From an optimization exercise on the open Yosys and OpenROAD flow, aimed at small area and a short achievable clock period; shortcuts taken in it are not production practice.
In this exercise RTL edits were held to simulation tests only and were not proved equivalent to the original.
Power and IR drop assume default switching activity.

== run A ==
Design alu, start of the top module:
module alu #(
    parameter DATA_WIDTH = 32,
    parameter INST_WIDTH = 4
)(
    input                   i_clk,
    input                   i_rst_n,
    input  [DATA_WIDTH-1:0] i_data_a,
    input  [DATA_WIDTH-1:0] i_data_b,
    input  [INST_WIDTH-1:0] i_inst,
    input                   i_valid,
    output [DATA_WIDTH-1:0] o_data,
    output                  o_overflow,
    output                  o_valid
);
Size: ~110 flip-flops, ~110 I/O pins, ~19000 um2 of cells after synthesis.
export LEC_CHECK = 0
export CAP_MARGIN = 20
export CORE_MARGIN = 2
export CORE_UTILIZATION = 45
export PLACE_DENSITY = 0.6
export SLEW_MARGIN = 20
export SYNTH_HIERARCHICAL = 1
export SYNTH_MINIMUM_KEEP_SIZE = 0
create_clock -name core_clock -period 13.0 [get_ports {i_clk}]
standard.sh (not shown) runs the stock make flow with config.mk's settings and CLKGATE_MAP_FILE= SYNTH_SCRIPT=/design/flow/synth_recipe.tcl, a recipe that flattens the netlist after the stock synthesis.
==> flow/flow/run.sh <==
#!/bin/bash
# The standard ORFS layout (standard synthesis included), with two
# changes to how it is made:
#  - the port buffers are plain buffers (buf_4) rather than the delay cell
#    that buffer_ports picks on its own; every port still gets its buffer;
set -uo pipefail
MARGIN=7.5
export BUFFER_PORTS_ARGS="-buffer_cell sky130_fd_sc_hd__buf_4"
bash standard.sh SETUP_SLACK_MARGIN=$MARGIN finish > flow_make.log 2>&1
status=$?
cp -r orfs/logs flow_logs 2>/dev/null || true
exit $status
The following lists how run B was set up differently from run A:
-- flow/flow/run.sh --
<<< run A, line 6
set -uo pipefail
MARGIN=7.5
export BUFFER_PORTS_ARGS="-buffer_cell sky130_fd_sc_hd__buf_4"
>>> run B, line 6
set -uo pipefail
MARGIN=7
export BUFFER_PORTS_ARGS="-buffer_cell sky130_fd_sc_hd__buf_4"
--- outcome ---
Summary — maximum frequency, run B relative to run A: higher, by 0.45%. Run B vs run A: weighted congestion at the end of routability-driven global placement down slightly. Diff run A -> run B: number of global-route vias before repair fell 519, fraction of power consumed by combinational cells has decreased, core utilization of the finished layout now sits lower, post-route fraction of the period consumed by the critical path shows a reduction of 0.21 points, power went down. Met2 capacity usage during global routing delta for run B relative to run A: 3.5 points lower. Going from run A to run B, met3 wire length -about 22%, sequential power saw little to no change.


== the previous run ==
Another version of the RTL of alu (not shown whole).
Size in the first run: roughly 34 flip-flops, about 110 I/O pins, roughly 18000 um^2 of cells after synthesis.
Settings: LEC_CHECK=0, CAP_MARGIN=20, CORE_MARGIN=2, CORE_UTILIZATION=45, PLACE_DENSITY=0.6, SETUP_SLACK_MARGIN=4, SLEW_MARGIN=20, SYNTH_HIERARCHICAL=1, SYNTH_MINIMUM_KEEP_SIZE=0; clock period 13.0 ns.
==> flow/flow/run.sh <==
#!/bin/bash
# The standard ORFS layout (standard synthesis included), except that the
# port buffers are plain buffers (buf_4) rather than the delay cell that
# buffer_ports picks on its own; every port still gets its buffer.
set -uo pipefail
export BUFFER_PORTS_ARGS="-buffer_cell sky130_fd_sc_hd__buf_4"
bash standard.sh finish > flow_make.log 2>&1
status=$?
cp -r orfs/logs flow_logs 2>/dev/null || true
exit $status
The following lists how the current run was set up differently from the previous run:
Settings: a change of CORE_UTILIZATION from 45 to 60; a change of PLACE_DENSITY from 0.6 to 0.75; a change of SETUP_SLACK_MARGIN from 4 to 4.5.
Notes after the runs:
The final layout from the current run, which completed every stage, passed the timing, design-rule and antenna checks at the end of the flow. For the current run, the startpoint of the worst setup timing path was i_data_b[15], unlike the previous run, where it was i_data_b[20]. Looking at proportion of cell area occupied by multi-input gates across the current run and the previous run, the one that comes out higher is the previous run. Compared with the previous run, the current run shows a higher area occupied by multi-input gates. Number of buffers added for setup after CTS: the current run and the previous run compared, higher one is the current run. On sequential portion of the cell area, the current run and the previous run are basically level. Area of all placed cells without fillers, the current run vs the previous run: up slightly. Re detailed-route wire length: the previous run was higher than the current run. Between the previous run and the current run, the routed wirelength normalized by instance count does not differ in any meaningful way. The current run against the previous run: minimum setup slack in the final design +0.40 ns, via count of the first global-routing pass ~0 delta, met3 track utilization from global routing +3.9 points.


Another version of the RTL of alu (not shown whole).
Size in the first run: about 110 flip-flops, about 0.019 mm^2 of cells after synthesis.
==> flow/config.mk <==
export PLATFORM = sky130hd
export DESIGN_NAME = alu
export DESIGN_NICKNAME = alu
export VERILOG_FILES = /design/flow/design.v
export SDC_FILE = /design/flow/constraint.sdc
export NUM_CORES = 4
export LEC_CHECK = 0
export CAP_MARGIN = 20
export CORE_MARGIN = 2
export CORE_UTILIZATION = 45
export PLACE_DENSITY = 0.6
export SLEW_MARGIN = 20
export SYNTH_HIERARCHICAL = 1
export SYNTH_MINIMUM_KEEP_SIZE = 0
==> flow/constraint.sdc <==
create_clock -name core_clock -period 13.0 [get_ports {i_clk}]
set_input_delay 2.6000 -clock core_clock [delete_from_list [all_inputs] [get_ports {i_clk}]]
set_output_delay 2.6000 -clock core_clock [all_outputs]
set_load 0.01 [all_outputs]
==> flow/flow/run.sh <==
#!/bin/bash
# The standard ORFS layout (standard synthesis included), with two
# changes to how it is made:
#  - the port buffers are plain buffers (buf_2) rather than the delay cell
#    that buffer_ports picks on its own; every port still gets its buffer;
set -uo pipefail
MARGIN=7
export BUFFER_PORTS_ARGS="-buffer_cell sky130_fd_sc_hd__buf_2"
bash standard.sh SETUP_SLACK_MARGIN=$MARGIN finish > flow_make.log 2>&1
status=$?
cp -r orfs/logs flow_logs 2>/dev/null || true
exit $status
Change:
==> flow/flow/run.sh (replaced) <==
#!/bin/bash
# The standard ORFS layout (standard synthesis included), with two
# changes to how it is made:
#  - the port buffers are plain buffers (buf_4) rather than the delay cell
#    that buffer_ports picks on its own; every port still gets its buffer;
set -uo pipefail
MARGIN=7
export BUFFER_PORTS_ARGS="-buffer_cell sky130_fd_sc_hd__buf_4"
bash standard.sh SETUP_SLACK_MARGIN=$MARGIN finish > flow_make.log 2>&1
status=$?
cp -r orfs/logs flow_logs 2>/dev/null || true
exit $status
What happened: Combinational power is about the same; synthesized area is unchanged; setup slack gets better by 0.067 ns; sequential power hardly moves; via count shrinks slightly; die area does not change; total power shrinks slightly; core utilization shrinks by 0.35 points; synthesized cell count is unchanged.
Change:
--- a/flow/flow/run.sh
+++ b/flow/flow/run.sh
@@ -6,3 +6,3 @@
 set -uo pipefail
-MARGIN=7
+MARGIN=6.5
 export BUFFER_PORTS_ARGS="-buffer_cell sky130_fd_sc_hd__buf_4"
Routed wire length came out lower by a few percent.
Area after synthesis stays the same.
Sequential power stays flat.
Sequential share of layout area came out higher by 0.50 points.
Final area came out lower by a few percent.
Worst hold slack got worse by 0.021 ns.
Change:
--- a/flow/flow/run.sh
+++ b/flow/flow/run.sh
@@ -6,3 +6,3 @@
 set -uo pipefail
-MARGIN=6.5
+MARGIN=6.75
 export BUFFER_PORTS_ARGS="-buffer_cell sky130_fd_sc_hd__buf_4"
Outcome: The changed run finished clean. Core utilization grows by 0.58 points. Total power grows by 2.2%. First-iteration DRC count grows by 11%. Sequential share of layout area shrinks by 0.16 points.

-- separate check: timing with driven ports --
The results above use ideal ports. As a check the final layouts listed here were re-extracted and re-timed, cells and wires unchanged.
Step 1: set_driving_cell puts a clkbuf_16 on i_clk and a buf_2 on each other input, an assumption about the parent block.
Step 2 also shifts input and output timing later by t, the mid clock arrival at the registers, as if the neighbouring blocks saw the same clock.
Three values: ideal ports, drivers, drivers and shift; two values: the first two.
run | t, ns | setup slack, ns | worst hold slack (ns) | pins driven straight from the clock port
run A | 0.422 | 6.787 / 6.737 / 6.612 | 1.984 / 1.963 / 2.385 | 1
run B | 0.440 | 6.814 / 6.764 / 6.629 | 1.970 / 1.964 / 2.403 | 1
the previous run | 0.340 | 4.238 / 4.245 / 3.906 | 2.275 / 2.255 / 2.595 | 1
the current run | 0.326 | 4.639 / 4.660 / 4.334 | 2.276 / 2.258 / 2.584 | 1
the first run of note 3 | 0.444 | 6.943 / 6.885 / 6.561 | 2.239 / 2.203 / 2.647 | 1
the second run of note 3 | 0.444 | 7.010 / 6.955 / 6.625 | 2.261 / 2.228 / 2.672 | 1
the third run of note 3 | 0.449 | 6.646 / 6.620 / 6.226 | 2.240 / 2.202 / 2.650 | 1
the fourth run of note 3 | 0.446 | 6.813 / 6.822 / 6.403 | 2.271 / 2.233 / 2.679 | 1
After both steps setup and hold are still met in every run listed. The setup slack of the third run of note 3, which loses most, moves by -0.026 ns with the drivers and by -0.420 ns with both steps.
